What follows belongs to an exercise in optimizing a design on an open flow for small area and a short achievable clock period; a production flow would make more cautious choices. In this exercise RTL edits were held to simulation tests only and were not proved equivalent to the original.

==> flow/design.v (outline; a module is shown in full before it is edited, if it fits) <==
// module iq_comp: 621 lines
// module iq_a21o: 3 lines
// module iq_a21oi: 3 lines
// module iq_a22o: 3 lines
// module iq_a22oi: 3 lines
// module iq_and2: 3 lines
// module iq_fa: 3 lines
// module iq_ha: 3 lines
// module iq_inv: 3 lines
// module iq_maj3: 3 lines
// module iq_mux2i: 3 lines
// module iq_mux2x2: 3 lines
// module iq_nand2: 3 lines
// module iq_nor2: 3 lines
// module iq_nor3: 3 lines
// module iq_o21ai: 3 lines
// module iq_xnor2: 3 lines
// module iq_xor2: 3 lines
// module iq_xor3: 3 lines
// module iq_benc: 9 lines
// module iq_bencn: 9 lines
// module iq_add13: 3 lines
module iq_comp (
	input clk, RESETn,
	input freeze_iqcomp,
	input [1:0] op_mode,
	input [3:0] Ix, Qx,
	input signed [12:0] Wr_in, Wj_in,
	output reg signed [3:0] Iy, Qy,
	output wire settled,
	output reg signed [12:0] Wr, Wj
);
  // ...
==> flow/flow/run.sh <==
#!/bin/bash
# Layout flow: the standard flow, with two changes:
#  - synthesis maps the RTL's leaf modules to the cells given in
#    flow/cells_map.v (via ORFS's SYNTH_CANONICALIZE_TCL hook);
#  - port buffers are buf_1 cells.
set -euo pipefail
here=$(pwd)
export SYNTH_CANONICALIZE_TCL="$here/flow/canon.tcl"
export BUFFER_PORTS_ARGS="-buffer_cell sky130_fd_sc_hd__buf_1"
bash standard.sh > "$here/standard.log" 2>&1
==> flow/flow/canon.tcl <==
# Sourced by ORFS's synthesis canonicalize step (SYNTH_CANONICALIZE_TCL):
# replaces the leaf modules of the RTL by their cell-level views in
# cells_map.v (same functions, as sky130 cells).
set here [file dirname [file normalize [info script]]]
set f [open [file join $here leaf_modules.txt] r]
set leaves [string trim [read $f]]
close $f
foreach m $leaves {
  delete =$m
}
read_verilog [file join $here cells_map.v]
hierarchy -check -top $::env(DESIGN_NAME)
==> flow/flow/cells_map.v <==
// Generated by gen/gen13.py: cell-level views of the leaf modules of rtl/iq_comp.v

module iq_a21o (input a, b, c, output y);
sky130_fd_sc_hd__a21o_1 g (.A1(a), .A2(b), .B1(c), .X(y));
endmodule

module iq_a21oi (input a, b, c, output y);
sky130_fd_sc_hd__a21oi_1 g (.A1(a), .A2(b), .B1(c), .Y(y));
endmodule

module iq_a22o (input a, b, c, d, output y);
sky130_fd_sc_hd__a22o_1 g (.A1(a), .A2(b), .B1(c), .B2(d), .X(y));
endmodule

module iq_a22oi (input a, b, c, d, output y);
sky130_fd_sc_hd__a22oi_1 g (.A1(a), .A2(b), .B1(c), .B2(d), .Y(y));
endmodule

module iq_and2 (input a, b, output y);
sky130_fd_sc_hd__and2_1 g (.A(a), .B(b), .X(y));
endmodule

module iq_fa (input a, b, c, output s, co);
sky130_fd_sc_hd__fa_1 g (.A(a), .B(b), .CIN(c), .SUM(s), .COUT(co));
endmodule

module iq_ha (input a, b, output s, co);
sky130_fd_sc_hd__ha_1 g (.A(a), .B(b), .SUM(s), .COUT(co));
endmodule

module iq_inv (input a, output y);
sky130_fd_sc_hd__inv_1 g (.A(a), .Y(y));
endmodule

module iq_maj3 (input a, b, c, output y);
sky130_fd_sc_hd__maj3_1 g (.A(a), .B(b), .C(c), .X(y));
endmodule

module iq_mux2i (input a0, a1, s, output y);
sky130_fd_sc_hd__mux2i_1 g (.A0(a0), .A1(a1), .S(s), .Y(y));
endmodule

module iq_mux2x2 (input a0, a1, s, output y);
sky130_fd_sc_hd__mux2_2 g (.A0(a0), .A1(a1), .S(s), .X(y));
endmodule

module iq_nand2 (input a, b, output y);
sky130_fd_sc_hd__nand2_1 g (.A(a), .B(b), .Y(y));
endmodule

module iq_nor2 (input a, b, output y);
sky130_fd_sc_hd__nor2_1 g (.A(a), .B(b), .Y(y));
endmodule

module iq_nor3 (input a, b, c, output y);
sky130_fd_sc_hd__nor3_1 g (.A(a), .B(b), .C(c), .Y(y));
endmodule

module iq_o21ai (input a, b, c, output y);
sky130_fd_sc_hd__o21ai_0 g (.A1(a), .A2(b), .B1(c), .Y(y));
endmodule

module iq_xnor2 (input a, b, output y);
sky130_fd_sc_hd__xnor2_1 g (.A(a), .B(b), .Y(y));
endmodule

module iq_xor2 (input a, b, output y);
sky130_fd_sc_hd__xor2_1 g (.A(a), .B(b), .X(y));
endmodule

module iq_xor3 (input a, b, c, output y);
sky130_fd_sc_hd__xor3_1 g (.A(a), .B(b), .C(c), .X(y));
endmodule

module iq_benc (input [3:0] I, output [5:0] e);
wire nI0, nI1, e1n, f;
sky130_fd_sc_hd__inv_1 g0 (.A(I[0]), .Y(nI0));
sky130_fd_sc_hd__inv_4 g1 (.A(nI0), .Y(e[0]));
sky130_fd_sc_hd__inv_1 g2 (.A(I[1]), .Y(nI1));
sky130_fd_sc_hd__and2b_4 g3 (.A_N(I[0]), .B(I[1]), .X(e[1]));
sky130_fd_sc_hd__inv_4 g4 (.A(nI1), .Y(e[2]));
sky130_fd_sc_hd__xnor2_1 g5 (.A(I[1]), .B(I[2]), .Y(e1n));
sky130_fd_sc_hd__inv_4 g6 (.A(e1n), .Y(e[3]));
sky130_fd_sc_hd__xor2_1 g7 (.A(I[3]), .B(I[2]), .X(f));
sky130_fd_sc_hd__nor2b_4 g8 (.A(f), .B_N(e1n), .Y(e[4]));
sky130_fd_sc_hd__inv_4 g9 (.A(I[3]), .Y(e[5]));
endmodule

module iq_bencn (input [3:0] I, output [5:0] e);
wire nI0, nI3, e1n, f;
sky130_fd_sc_hd__inv_1 g0 (.A(I[0]), .Y(nI0));
sky130_fd_sc_hd__inv_4 g1 (.A(nI0), .Y(e[0]));
sky130_fd_sc_hd__and2b_4 g3 (.A_N(I[0]), .B(I[1]), .X(e[1]));
sky130_fd_sc_hd__inv_4 g4 (.A(I[1]), .Y(e[2]));
sky130_fd_sc_hd__xnor2_1 g5 (.A(I[1]), .B(I[2]), .Y(e1n));
sky130_fd_sc_hd__inv_4 g6 (.A(e1n), .Y(e[3]));
sky130_fd_sc_hd__xor2_1 g7 (.A(I[3]), .B(I[2]), .X(f));
sky130_fd_sc_hd__nor2b_4 g8 (.A(f), .B_N(e1n), .Y(e[4]));
sky130_fd_sc_hd__inv_1 g9 (.A(I[3]), .Y(nI3));
sky130_fd_sc_hd__inv_4 g10 (.A(nI3), .Y(e[5]));
endmodule



module iq_add13(A, B, s);
  input [12:0] A;
  wire [12:0] A;
  input [12:0] B;
  wire [12:0] B;
  output [12:0] s;
  wire [12:0] s;
  wire _00_;
  wire _01_;
  wire _02_;
  wire _03_;
  wire _04_;
  wire _05_;
  wire _06_;
  wire _07_;
  wire _08_;
  wire _09_;
  wire _10_;
  wire _11_;
  wire _12_;
  wire _13_;
  wire _14_;
  wire _15_;
  wire _16_;
  wire _17_;
  wire _18_;
  wire _19_;
  wire _20_;
  wire _21_;
  wire _22_;
  wire _23_;
  wire _24_;
  wire _25_;
  wire _26_;
  wire _27_;
  wire _28_;
  wire _29_;
  wire _30_;
  wire _31_;
  wire _32_;
  wire _33_;
  wire _34_;
  wire _35_;
  wire _36_;
  wire _37_;
  wire _38_;
  sky130_fd_sc_hd__nand2_1 _39_ (
    .A(A[0]),
    .B(B[0]),
    .Y(_00_)
  );
  sky130_fd_sc_hd__xor2_1 _40_ (
    .A(A[0]),
    .B(B[0]),
    .X(s[0])
  );
  sky130_fd_sc_hd__nor2_1 _41_ (
    .A(A[11]),
    .B(B[11]),
    .Y(_01_)
  );
  sky130_fd_sc_hd__nand2_1 _42_ (
    .A(A[11]),
    .B(B[11]),
    .Y(_02_)
  );
  sky130_fd_sc_hd__and2_0 _43_ (
    .A(A[10]),
    .B(B[10]),
    .X(_03_)
  );
  sky130_fd_sc_hd__nor2_1 _44_ (
    .A(A[10]),
    .B(B[10]),
    .Y(_04_)
  );
  sky130_fd_sc_hd__nor2_1 _45_ (
    .A(_03_),
    .B(_04_),
    .Y(_05_)
  );
  sky130_fd_sc_hd__nand2_1 _46_ (
    .A(A[9]),
    .B(B[9]),
    .Y(_06_)
  );
  sky130_fd_sc_hd__or2_0 _47_ (
    .A(A[9]),
    .B(B[9]),
    .X(_07_)
  );
  sky130_fd_sc_hd__nand2_1 _48_ (
    .A(A[8]),
    .B(B[8]),
    .Y(_08_)
  );
  sky130_fd_sc_hd__xnor2_1 _49_ (
    .A(A[8]),
    .B(B[8]),
    .Y(_09_)
  );
  sky130_fd_sc_hd__and2_0 _50_ (
    .A(A[7]),
    .B(B[7]),
    .X(_10_)
  );
  sky130_fd_sc_hd__nor2_1 _51_ (
    .A(A[7]),
    .B(B[7]),
    .Y(_11_)
  );
  sky130_fd_sc_hd__and2_0 _52_ (
    .A(A[6]),
    .B(B[6]),
    .X(_12_)
  );
  sky130_fd_sc_hd__nor2_1 _53_ (
    .A(A[6]),
    .B(B[6]),
    .Y(_13_)
  );
  sky130_fd_sc_hd__nor2_1 _54_ (
    .A(_12_),
    .B(_13_),
    .Y(_14_)
  );
  sky130_fd_sc_hd__nand2_1 _55_ (
    .A(A[1]),
    .B(B[1]),
    .Y(_15_)
  );
  sky130_fd_sc_hd__nor2_1 _56_ (
    .A(A[1]),
    .B(B[1]),
    .Y(_16_)
  );
  sky130_fd_sc_hd__xor2_1 _57_ (
    .A(A[1]),
    .B(B[1]),
    .X(_17_)
  );
  sky130_fd_sc_hd__o21ai_0 _58_ (
    .A1(_00_),
    .A2(_16_),
    .B1(_15_),
    .Y(_18_)
  );
  sky130_fd_sc_hd__xnor2_1 _59_ (
    .A(A[2]),
    .B(B[2]),
    .Y(_19_)
  );
  sky130_fd_sc_hd__maj3_1 _60_ (
    .A(A[2]),
    .B(B[2]),
    .C(_18_),
    .X(_20_)
  );
  sky130_fd_sc_hd__xnor2_1 _61_ (
    .A(A[3]),
    .B(B[3]),
    .Y(_21_)
  );
  sky130_fd_sc_hd__maj3_1 _62_ (
    .A(A[3]),
    .B(B[3]),
    .C(_20_),
    .X(_22_)
  );
  sky130_fd_sc_hd__xnor2_1 _63_ (
    .A(A[4]),
    .B(B[4]),
    .Y(_23_)
  );
  sky130_fd_sc_hd__maj3_1 _64_ (
    .A(A[4]),
    .B(B[4]),
    .C(_22_),
    .X(_24_)
  );
  sky130_fd_sc_hd__xnor2_1 _65_ (
    .A(A[5]),
    .B(B[5]),
    .Y(_25_)
  );
  sky130_fd_sc_hd__maj3_1 _66_ (
    .A(A[5]),
    .B(B[5]),
    .C(_24_),
    .X(_26_)
  );
  sky130_fd_sc_hd__a21o_1 _67_ (
    .A1(_14_),
    .A2(_26_),
    .B1(_12_),
    .X(_27_)
  );
  sky130_fd_sc_hd__a211oi_1 _68_ (
    .A1(_14_),
    .A2(_26_),
    .B1(_10_),
    .C1(_12_),
    .Y(_28_)
  );
  sky130_fd_sc_hd__nor2_1 _69_ (
    .A(_11_),
    .B(_28_),
    .Y(_29_)
  );
  sky130_fd_sc_hd__o31ai_1 _70_ (
    .A1(_09_),
    .A2(_11_),
    .A3(_28_),
    .B1(_08_),
    .Y(_30_)
  );
  sky130_fd_sc_hd__o311ai_0 _71_ (
    .A1(_09_),
    .A2(_11_),
    .A3(_28_),
    .B1(_08_),
    .C1(_06_),
    .Y(_31_)
  );
  sky130_fd_sc_hd__nand2_1 _72_ (
    .A(_07_),
    .B(_31_),
    .Y(_32_)
  );
  sky130_fd_sc_hd__a31oi_1 _73_ (
    .A1(_05_),
    .A2(_07_),
    .A3(_31_),
    .B1(_03_),
    .Y(_33_)
  );
  sky130_fd_sc_hd__o21ai_0 _74_ (
    .A1(_01_),
    .A2(_33_),
    .B1(_02_),
    .Y(_34_)
  );
  sky130_fd_sc_hd__xnor2_1 _75_ (
    .A(A[12]),
    .B(B[12]),
    .Y(_35_)
  );
  sky130_fd_sc_hd__xnor2_1 _76_ (
    .A(_34_),
    .B(_35_),
    .Y(s[12])
  );
  sky130_fd_sc_hd__nor2b_1 _77_ (
    .A(_01_),
    .B_N(_02_),
    .Y(_36_)
  );
  sky130_fd_sc_hd__xnor2_1 _78_ (
    .A(_33_),
    .B(_36_),
    .Y(s[11])
  );
  sky130_fd_sc_hd__xnor2_1 _79_ (
    .A(_05_),
    .B(_32_),
    .Y(s[10])
  );
  sky130_fd_sc_hd__nand2_1 _80_ (
    .A(_06_),
    .B(_07_),
    .Y(_37_)
  );
  sky130_fd_sc_hd__xnor2_1 _81_ (
    .A(_30_),
    .B(_37_),
    .Y(s[9])
  );
  sky130_fd_sc_hd__xnor2_1 _82_ (
    .A(_09_),
    .B(_29_),
    .Y(s[8])
  );
  sky130_fd_sc_hd__or2_0 _83_ (
    .A(_10_),
    .B(_11_),
    .X(_38_)
  );
  sky130_fd_sc_hd__xnor2_1 _84_ (
    .A(_27_),
    .B(_38_),
    .Y(s[7])
  );
  sky130_fd_sc_hd__xor2_1 _85_ (
    .A(_14_),
    .B(_26_),
    .X(s[6])
  );
  sky130_fd_sc_hd__xnor2_1 _86_ (
    .A(_24_),
    .B(_25_),
    .Y(s[5])
  );
  sky130_fd_sc_hd__xnor2_1 _87_ (
    .A(_22_),
    .B(_23_),
    .Y(s[4])
  );
  sky130_fd_sc_hd__xnor2_1 _88_ (
    .A(_20_),
    .B(_21_),
    .Y(s[3])
  );
  sky130_fd_sc_hd__xnor2_1 _89_ (
    .A(_18_),
    .B(_19_),
    .Y(s[2])
  );
  sky130_fd_sc_hd__xnor2_1 _90_ (
    .A(_00_),
    .B(_17_),
    .Y(s[1])
  );
endmodule
==> flow/flow/leaf_modules.txt <==
iq_a21o iq_a21oi iq_a22o iq_a22oi iq_and2 iq_fa iq_ha iq_inv iq_maj3 iq_mux2i iq_mux2x2 iq_nand2 iq_nor2 iq_nor3 iq_o21ai iq_xnor2 iq_xor2 iq_xor3 iq_benc iq_bencn iq_add13
==> flow/standard.sh <==
#!/bin/bash
# synth_recipe.tcl (not shown) runs the flow's synth.tcl, then flattens the netlist and writes it again
# the make line also repeats each setting of config.mk as NAME=value (left out here)
make -C /OpenROAD-flow-scripts/flow DESIGN_CONFIG=/design/flow/config.mk WORK_HOME=/design/flow/orfs CLKGATE_MAP_FILE= SYNTH_SCRIPT=/design/flow/synth_recipe.tcl "${@:-finish}"
==> flow/config.mk <==
export PLATFORM = sky130hd
export DESIGN_NAME = iq_comp
export DESIGN_NICKNAME = iq_comp
export VERILOG_FILES = /design/flow/design.v
export SDC_FILE = /design/flow/constraint.sdc
export NUM_CORES = 4
export LEC_CHECK = 0
export CAP_MARGIN = 20
export CORE_MARGIN = 2
export CORE_UTILIZATION = 40
export CTS_BUF_LIST = sky130_fd_sc_hd__clkbuf_8
export PLACE_DENSITY = 0.7
export SETUP_SLACK_MARGIN = 2.5
export SLEW_MARGIN = 20
export SYNTH_HIERARCHICAL = 1
export SYNTH_MINIMUM_KEEP_SIZE = 0
==> flow/constraint.sdc <==
create_clock -name core_clock -period 8.0 [get_ports {clk}]
set_input_delay 1.6000 -clock core_clock [delete_from_list [all_inputs] [get_ports {clk}]]
set_output_delay 1.6000 -clock core_clock [all_outputs]
set_load 0.01 [all_outputs]
==> summary.md, run 1 <==
| Metric | Value |
|---|---|
| Met2 Use GR | `35.0%` |
| Clk root buf | `clkbuf_8` |
| Biggest Area Class | `multi-input gates` |
| WL met1 | `8.65 mm` |
| Status | `timing/DRC/antenna clean` |
| Cell repeated most along the worst path | `a21o_1` |
| Post-Place Setup Slack | `2.03 ns` |
| IO Count | `74` |
| Largest family of logic cells by synthesized area | `adder cells` |
| Critical Path End Type | `flop` |
| First-pass GRT wire length | `30.0 mm` |
| Final HPWL DP | `14.5 mm` |
| Post-DRT Antenna Nets | `0` |
| Final hold vios | `0` |
| Max Fanout on Critical Path | `13` |
| First-pass iteration count of the detailed router | `5` |
| Mapped Cells | `786` |
| Layout cells sized above 1 | `11.1%` |
| Post-Syn Area per Cell | `8.86 um^2` |
| Final core occ | `45.8%` |
| Max_cap viols | `0` |
| Largest registers | `Wj x13, Wr x13` |
==> run 2, diff against run 1 <==
--- a/flow/config.mk
+++ b/flow/config.mk
@@ -10,5 +10,4 @@
 export CORE_UTILIZATION = 40
 export CTS_BUF_LIST = sky130_fd_sc_hd__clkbuf_8
-export PLACE_DENSITY = 0.7
 export SETUP_SLACK_MARGIN = 2.5
 export SLEW_MARGIN = 20
==> summary.md, run 2 <==
| Metric | Value |
|---|---|
| Top cell type's share of synthesized area | `18.7% (unchanged)` |
| Setup TNS | `0 ns (unchanged)` |
| Synthesized cell area | `6970 um^2 (unchanged)` |
| Initial drt markers | `441 (was 454)` |
| Max_cap viols | `0 (unchanged)` |
| Post-Syn Area per Cell | `8.86 um^2 (unchanged)` |
| Largest area contributor in the netlist | `fa_1 (unchanged)` |
| Inserted Clock Buffers | `5 (unchanged)` |
| Seq/Total Area, Yosys | `9.77% (unchanged)` |
| Slowest-stage cell, CP | `fa_2 (unchanged)` |
| Hold path startpoint | `Wr[12] (was Wj[0])` |
| Fin area | `7760 um^2 (was 7870 um^2)` |
| CTS tree | `yes (unchanged)` |
| Total track usage | `21.2% (was 20.5%)` |
| Vias in the first global route | `5672 (was 5781)` |
| Largest net degree at the start of global routing | `27 (was 28)` |
| Critical Path End Type | `flop (unchanged)` |
| Hold Crit Class | `flop to flop (unchanged)` |
| Register-to-register setup slack | `3.23 ns (was 3.21 ns)` |
| Worst Hold End | `Wr[12] (was Wj[0])` |
| Relative slew slack | `26.3% (was 28.9%)` |
| DP Area | `7540 um^2 (was 7530 um^2)` |
| Clock H-tree levels | `2 (unchanged)` |
| Fin. max-slew vios | `0 (unchanged)` |
| Max frequency | `189 MHz (was 188 MHz)` |
| Clk slew on worst S/H paths | `0.08 ns (about the same)` |
| DIE WIDTH | `136 um (unchanged)` |
| DR vias | `5778 (was 5965)` |
| Rows | `48 (unchanged)` |
| Final HPWL DP | `15.2 mm (was 14.5 mm)` |
| Most common cell after layout, fill and taps aside | `xnor2_1 (unchanged)` |
| First-pass GRT wire length | `30.6 mm (was 30.0 mm)` |
| Final cell count without fillers | `1096 (was 1100)` |
| Largest registers | `Wj x13, Wr x13 (unchanged)` |
| Diodes inserted | `0 (unchanged)` |
| Storage cell area | `681 um^2 (unchanged)` |
| Drc violations | `0 (unchanged)` |
| Initial Utilization | `40.6% (unchanged)` |
| Synth cell types | `35 (unchanged)` |
| Total core area | `17200 um^2 (unchanged)` |
| Gr ovfl total | `0 (unchanged)` |
| Total Nets Final | `1003 (was 1007)` |
| Reg-to-reg critical path endpoint | `Wr[12] (unchanged)` |
| Initial antenna violation count | `0 (unchanged)` |
| Clk buf depth | `2 (unchanged)` |
| Crit path DAT | `5.53 ns (was 5.54 ns)` |
| Vias per cell | `5.27 (was 5.42)` |
| Cell repeated most along the worst path | `a21o_1 (unchanged)` |
| Element type at the critical path start | `input pin (unchanged)` |
| Most frequent cells in the layout | `xnor2_1 (145), a22oi_1 (86), nand2_1 (72) (was xnor2_1 (147), a22oi_1 (82), nand2_1 (72))` |
| First-pass iteration count of the detailed router | `6 (was 5)` |
| Clock insertion delay at the later pin of the skew report | `0.30 ns (about the same)` |
| Cell breakdown of the critical path | `buf_8 -> buf_4 -> mux2_2 -> a22oi_1 -> xnor2_1 -> ha_1 -> fa_1 -> fa_2 -> xor3_1 -> nor2_1 -> o21ai_0 -> a21o_1 -> xor2_1 -> a21o_1 -> mux2i_1 (was clkbuf_4 -> clkbuf_16 -> mux2_2 -> a22oi_2 -> xnor2_1 -> ha_1 -> fa_1 -> fa_2 -> xor3_1 -> nor2_1 -> o21ai_0 -> a21o_1 -> xor2_1 -> a21o_1 -> mux2i_1)` |
| Post-route minimum period | `5.30 ns (was 5.32 ns)` |
| Seq cells post-synth | `34 (unchanged)` |
| RR Startpoint | `Qy[0] (was Iy[1])` |
| Final wirelength | `19.4 mm (was 18.9 mm)` |
| Layout cells sized above 1 | `9.53% (was 11.1%)` |
| Setup repair bufs after CTS | `0 (unchanged)` |
| IO Count | `74 (unchanged)` |
| Clock Sinks | `34 (unchanged)` |
| Most area-consuming cells after synthesis | `fa_1 (19%), xnor2_1 (19%), dfxtp_1 (9.8%) (unchanged)` |
| Clk root buf | `clkbuf_8 (unchanged)` |
| Cell with the most instances after synthesis | `xnor2_1 (unchanged)` |
| Mapped Cells | `786 (unchanged)` |
| Post-CTS Hold Fix Bufs | `0 (unchanged)` |
| Final WS setup | `2.70 ns (was 2.68 ns)` |
| RSZ-0062 raised after global routing | `true (was false)` |
| Final setup viols | `0 (unchanged)` |
| Hold path depth | `2 (unchanged)` |
| WL/cell | `17.7 um (was 17.2 um)` |
| Area growth syn-to-layout | `11.4% (was 13.0%)` |
| Worst-case reg-to-reg path depth | `13 (unchanged)` |
| Multi-input logic area | `6060 um^2 (was 6080 um^2)` |
| Synth Flop Type | `dfxtp_1 (unchanged)` |
| IO buf count | `73 (unchanged)` |
| Max incr delay on CP | `0.60 ns (was 0.59 ns)` |
| WP buf/inv | `2 (unchanged)` |
| Post-synth ARST share | `0% (unchanged)` |
| Post-DRT Antenna Nets | `0 (unchanged)` |
| Number of flops mapped to enable cells by yosys | `0 (unchanged)` |
| Tcrit/Tclk final | `66.2% (was 66.6%)` |
| Filler cell count | `1750 (was 1660)` |
| Worst Max-Slew Pin Slew | `1.11 ns (was 1.07 ns)` |
| Max Fanout on Critical Path | `21 (was 13)` |
| GP Congestion | `0.964 (was 0.855)` |
| Crit path required time | `8.23 ns (was 8.22 ns)` |
| Final hold vios | `0 (unchanged)` |
| Post-Place Setup Slack | `2.05 ns (was 2.03 ns)` |
| Synth warnings | `7 (unchanged)` |
| Critical path class | `input pin to flop (unchanged)` |
| Placed Cells incl. Taps | `1087 (was 1086)` |
| Worst Clk Skew | `0.00634 ns (was 0.0113 ns)` |
| Status | `timing/DRC/antenna clean (unchanged)` |
| Top cells by count, synth | `xnor2_1 (148), a22oi_1 (88), nand2_1 (72) (unchanged)` |
| Family with the most delay on the worst path | `adder cells (unchanged)` |
| Die outline height | `136 um (unchanged)` |
| Die area | `18500 um^2 (unchanged)` |
run 2: what timing repair did:
item,4_1_cts,5_1_grt
gates cloned,0,1
gates resized for setup,3,30
setup endpoints to repair,8,8
pin swaps,0,4
run 2: per-module statistics from Yosys (local to each module, per instance), excerpt:
| module | cells inside | flip-flops and latches | area (um^2) |
|---|---|---|---|
| iq_add13 | 52 | 0 | 357 |
| iq_fa | 1 | 0 | 20.0 |
| iq_ha | 1 | 0 | 12.5 |
| iq_mux2x2 | 1 | 0 | 11.3 |
| iq_maj3 | 1 | 0 | 10.0 |
| iq_a22oi | 1 | 0 | 7.51 |
| iq_a21oi | 1 | 0 | 5.00 |
| iq_nor3 | 1 | 0 | 5.00 |
| iq_o21ai | 1 | 0 | 5.00 |
| iq_inv | 1 | 0 | 3.75 |
| iq_nor2 | 1 | 0 | 3.75 |
run 2: cell families after synthesis:
group	share of synthesized area (%)
xor+xnor	25.2
simple gates	11.8
compound gates	17.1
fa+ha+maj	25.9
buf+inv	4.83
mux	5.35
flops	9.77
other cells	0.0538
run 2: per-layer routing:
| metal | part of all wire [%] | track usage, % | up-vias |
|---|---|---|---|
| met5 | 0 | 0 | - |
| met4 | 0.56 | 1.91 | 0 |
| met3 | 5.7 | 2.76 | 10 |
| met2 | 47 | 35.4 | 145 |
| met1 | 47 | 30.5 | 2788 |
| li1 | - | - | 2835 |
run 2: tightest hold or removal path, delay by kind of cell (launching register included):
family,cells,cell delay (ns)
flops,1,0.37
mux,1,0.21
compound gates,1,0.12
run 2: final cells by class:
cell class,count,share of cell area [%]
Clock buffer,6,1.06
Tap cell,225,3.63
Timing Repair Buffer,76,4.08
Clock inverter,2,0.113
Sequential cell,34,8.77
Multi-Input combinational cell,676,78.1
Inverter,77,4.24
run 2: how the worst max path moves through the flow:
| stage | from | end | slack, ns | cells after the start |
|---|---|---|---|---|
| 6_report | op_mode[0] | Qy[1] | 2.70 | 15 |
| 5_1_grt | Qx[3] | Qy[3] | 2.48 | 17 |
| 4_1_cts | op_mode[0] | Qy[1] | 2.51 | 17 |
| 3_5_place_dp | op_mode[0] | Qy[1] | 2.05 | 17 |
| 3_3_place_gp | op_mode[0] | Iy[0] | 1.58 | 15 |
| 2_1_floorplan | op_mode[0] | Iy[0] | 3.05 | 13 |
run 2: metrics by stage:
stage,utilization [%],hold slack [ns]
2_1_floorplan,-,0.691
3_3_place_gp,43.9,0.694
3_5_place_dp,43.9,0.716
4_1_cts,44.5,0.725
5_1_grt,45.2,0.770
6_report,45.2,0.729
==> run 3, diff against run 2 <==
--- a/flow/config.mk
+++ b/flow/config.mk
@@ -10,5 +10,5 @@
 export CORE_UTILIZATION = 40
 export CTS_BUF_LIST = sky130_fd_sc_hd__clkbuf_8
-export SETUP_SLACK_MARGIN = 2.5
+export SETUP_SLACK_MARGIN = 2.6
 export SLEW_MARGIN = 20
 export SYNTH_HIERARCHICAL = 1
==> summary.md, run 3 <==
| Metric | Value |
|---|---|
| Top cell type's share of synthesized area | `18.7% (unchanged)` |
| Cell with the most instances after synthesis | `xnor2_1 (unchanged)` |
| Clk root buf | `clkbuf_8 (unchanged)` |
| Largest net degree at the start of global routing | `27 (unchanged)` |
| Rows | `48 (unchanged)` |
| Number of flops mapped to enable cells by yosys | `0 (unchanged)` |
| Worst Max-Slew Pin Slew | `1.12 ns (was 1.11 ns)` |
| Post-synth ARST share | `0% (unchanged)` |
| Post-DRT Antenna Nets | `0 (unchanged)` |
| Layout cells sized above 1 | `11.4% (was 9.53%)` |
| Max_cap viols | `0 (unchanged)` |
| Slowest-stage cell, CP | `fa_1 (was fa_2)` |
| Clk buf depth | `2 (unchanged)` |
| Clock insertion delay at the later pin of the skew report | `0.30 ns (about the same)` |
| Worst Clk Skew | `0.00340 ns (was 0.00634 ns)` |
| Largest area contributor in the netlist | `fa_1 (unchanged)` |
| RSZ-0062 raised after global routing | `false (was true)` |
| Most frequent cells in the layout | `xnor2_1 (144), a22oi_1 (79), nand2_1 (72) (was xnor2_1 (145), a22oi_1 (86), nand2_1 (72))` |
| Final wirelength | `19.5 mm (was 19.4 mm)` |
| Critical Path End Type | `flop (unchanged)` |
| Synthesized cell area | `6970 um^2 (unchanged)` |
| DIE WIDTH | `136 um (unchanged)` |
| Status | `timing/DRC/antenna clean (unchanged)` |
| Top cells by count, synth | `xnor2_1 (148), a22oi_1 (88), nand2_1 (72) (unchanged)` |
| Post-Syn Area per Cell | `8.86 um^2 (unchanged)` |
| Min Hold Slack | `0.724 ns (was 0.729 ns)` |
| Critical path class | `input pin to flop (unchanged)` |
| Clk slew on worst S/H paths | `0.08 ns (about the same)` |
| Vias per cell | `5.32 (was 5.27)` |
| Element type at the critical path start | `input pin (unchanged)` |
| GP Congestion | `0.964 (unchanged)` |
| Synth Flop Type | `dfxtp_1 (unchanged)` |
| Initial antenna violation count | `0 (unchanged)` |
| Clock Sinks | `34 (unchanged)` |
| Inserted Clock Buffers | `5 (unchanged)` |
| Hold Crit Class | `flop to flop (unchanged)` |
| Met2 Use GR | `35.3% (was 35.4%)` |
| Total core area | `17200 um^2 (unchanged)` |
| Crit path DAT | `5.49 ns (was 5.53 ns)` |
| Diodes inserted | `0 (unchanged)` |
| First-pass GRT wire length | `30.7 mm (was 30.6 mm)` |
| Busiest grt layer | `met2 (unchanged)` |
| Post-route minimum period | `5.26 ns (was 5.30 ns)` |
| DR vias | `5851 (was 5778)` |
| Final hold vios | `0 (unchanged)` |
| Mapped Cells | `786 (unchanged)` |
| Met3 Use GR | `2.76% (unchanged)` |
| CTS tree | `yes (unchanged)` |
| First-pass iteration count of the detailed router | `5 (was 6)` |
| GR Util met1 | `30.4% (was 30.5%)` |
| Seq/Total Area, Yosys | `9.77% (unchanged)` |
| Die outline height | `136 um (unchanged)` |
| Total Nets Final | `1007 (was 1003)` |
| Synth cell types | `35 (unchanged)` |
| IO buf count | `73 (unchanged)` |
| Post-CTS Hold Fix Bufs | `0 (unchanged)` |
| Tcrit/Tclk final | `65.7% (was 66.2%)` |
| Setup TNS | `0 ns (unchanged)` |
| Most area-consuming cells after synthesis | `fa_1 (19%), xnor2_1 (19%), dfxtp_1 (9.8%) (unchanged)` |
| Relative slew slack | `25.0% (was 26.3%)` |
| Seq cells post-synth | `34 (unchanged)` |
| Max frequency | `190 MHz (was 189 MHz)` |
| Synth warnings | `7 (unchanged)` |
| Most common cell after layout, fill and taps aside | `xnor2_1 (unchanged)` |
| Initial Utilization | `40.6% (unchanged)` |
| Fin. max-slew vios | `0 (unchanged)` |
| Max Fanout on Critical Path | `21 (unchanged)` |
| Final HPWL DP | `15.2 mm (unchanged)` |
| Drc violations | `0 (unchanged)` |
| Max incr delay on CP | `0.51 ns (was 0.60 ns)` |
| WL/cell | `17.7 um (about the same)` |
| Crit path required time | `8.23 ns (about the same)` |
| Vias in the first global route | `5684 (was 5672)` |
| IO Count | `74 (unchanged)` |
| Total track usage | `21.2% (about the same)` |
| Area growth syn-to-layout | `13.1% (was 11.4%)` |
| Die area | `18500 um^2 (unchanged)` |
| Initial drt markers | `341 (was 441)` |
| Final setup viols | `0 (unchanged)` |
| Cell breakdown of the critical path | `buf_12 -> buf_4 -> mux2_2 -> a22oi_1 -> xnor2_1 -> ha_1 -> fa_1 -> fa_2 -> maj3_1 -> xor2_1 -> xor2_1 -> xor2_1 -> a21o_1 -> mux2i_1 (was buf_8 -> buf_4 -> mux2_2 -> a22oi_1 -> xnor2_1 -> ha_1 -> fa_1 -> fa_2 -> xor3_1 -> nor2_1 -> o21ai_0 -> a21o_1 -> xor2_1 -> a21o_1 -> mux2i_1)` |
| Cell repeated most along the worst path | `xor2_1 (was a21o_1)` |
| Clock H-tree levels | `2 (unchanged)` |
| Gr ovfl total | `0 (unchanged)` |
| Largest registers | `Wj x13, Wr x13 (unchanged)` |
==> run 3: cell counts after synthesis <==
No cell type changed its count.
==> run 3: kinds of logic (layout without fill, tap and decap cells) <==
kind of cell | count (synthesis) | count (layout) | synth area share, %
adders and majority gates | 108 | 108 | 25.9
AOI/OAI and AO/OA | 165 | 165 | 17.1
buffers and inverters | 78 | 165 | 4.83
other | 1 | 2 | 0.0538
muxes | 34 | 34 | 5.35
xor gates and xnor gates | 190 | 190 | 25.2
DFF | 34 | 34 | 9.77
and+or+nand+nor | 176 | 177 | 11.8
==> run 3: cell type report <==
type	count	area, um^2
Sequential cell	34	681
Clock inverter	2	8.76
Multi-Input combinational cell	676	6140
Clock buffer	6	82.6
Timing Repair Buffer	80	353
Tap cell	225	282
Inverter	77	329
Fill cell	1741	9300
==> run 3: metrics by stage <==
stage	utilization, %	area, um^2	cells	setup WS, ns
2_1_floorplan	-	6970	787	3.05
3_3_place_gp	43.9	7540	1087	1.58
6_report	45.8	7880	1100	2.74
5_1_grt	45.8	7880	1100	2.60
4_1_cts	44.6	7660	1095	2.61
3_5_place_dp	43.9	7540	1087	2.05
==> run 3: routing by layer <==
metal	vias to the layer above	part of all wire [%]	wire (um)
met4	0	0.92	180
met5	-	0	0
li1	2851	-	-
met2	161	47	9170
met1	2824	47	9110
met3	15	5.4	1050
==> run 3: worst max-delay path, delay by kind of cell <==
family                   cells  cell delay, ns
AO/OA/AOI/OAI                2            0.46
multiplexers                 2            0.63
adder cells (fa/ha/maj)      4            1.62
buffers and inverters        2            0.36
XOR/XNOR                     4            0.80
==> run 3: modules after synthesis, one instance, submodules excluded, excerpt <==
module / cells / flip-flops and latches / copies in the design / cell area, um^2
iq_a22o: 1 / 0 / 26 / 8.76
iq_mux2i: 1 / 0 / 8 / 10.0
iq_inv: 1 / 0 / 47 / 3.75
iq_maj3: 1 / 0 / 6 / 10.0
iq_nor2: 1 / 0 / 42 / 3.75
iq_xor3: 1 / 0 / 6 / 23.8
iq_add13: 52 / 0 / 2 / 357
iq_benc: 10 / 0 / 3 / 73.8
iq_and2: 1 / 0 / 14 / 6.26
iq_o21ai: 1 / 0 / 14 / 5.00
iq_a22oi: 1 / 0 / 88 / 7.51
iq_comp: 62 / 34 / 1 / 838
iq_nand2: 1 / 0 / 56 / 3.75
iq_a21oi: 1 / 0 / 8 / 5.00
iq_ha: 1 / 0 / 28 / 12.5
iq_fa: 1 / 0 / 65 / 20.0
==> run 3: path summary, 6_finish.rpt <==
| path | from | endpoint | slack (ns) | cells after the start |
|---|---|---|---|---|
| worst min register to register | Wr[12] | Wr[12] | 0.72 | 2 |
| worst max register to register | Qy[0] | Wr[12] | 3.23 | 13 |
| worst min-delay path | Wr[12] | Wr[12] | 0.72 | 2 |
| worst max-delay path | op_mode[0] | Iy[3] | 2.74 | 14 |
==> run 3: repair_timing <==
| action | 4_1_cts | 5_1_grt |
|---|---|---|
| gates resized for setup | 11 | 44 |
| endpoints found under the setup margin | 8 | 8 |
| pin swaps | 0 | 7 |
| setup buffers | 0 | 4 |
| cloned | 0 | 1 |

-- afterwards: timing with drivers on the ports --
In the flow no input, the clock included, has a driving cell. The finished layouts below were timed again as built, in two steps. Step 1, drivers: a clkbuf_16 drives clk and a buf_2 each remaining input, both assumed. Step 2 also shifts input and output timing later by t, the mid clock arrival at the registers, as if the neighbouring blocks saw the same clock. Three values: ideal ports, drivers, drivers and shift; two values: the first two.
run | t, ns | setup slack, ns | worst setup path after step 2 | slew at the worst register clock pin (ns)
run 1 | 0.329 | 2.676 / 2.684 / 2.356 | input to register | 0.08 / 0.08
run 2 | 0.326 | 2.700 / 2.680 / 2.354 | input to register | 0.08 / 0.08
run 3 | 0.327 | 2.740 / 2.706 / 2.380 | input to register | 0.08 / 0.08
After both steps setup and hold are still met in every run listed. For run 3, which loses most, drivers alone change the setup slack by -0.034 ns; drivers and shift together by -0.360 ns.
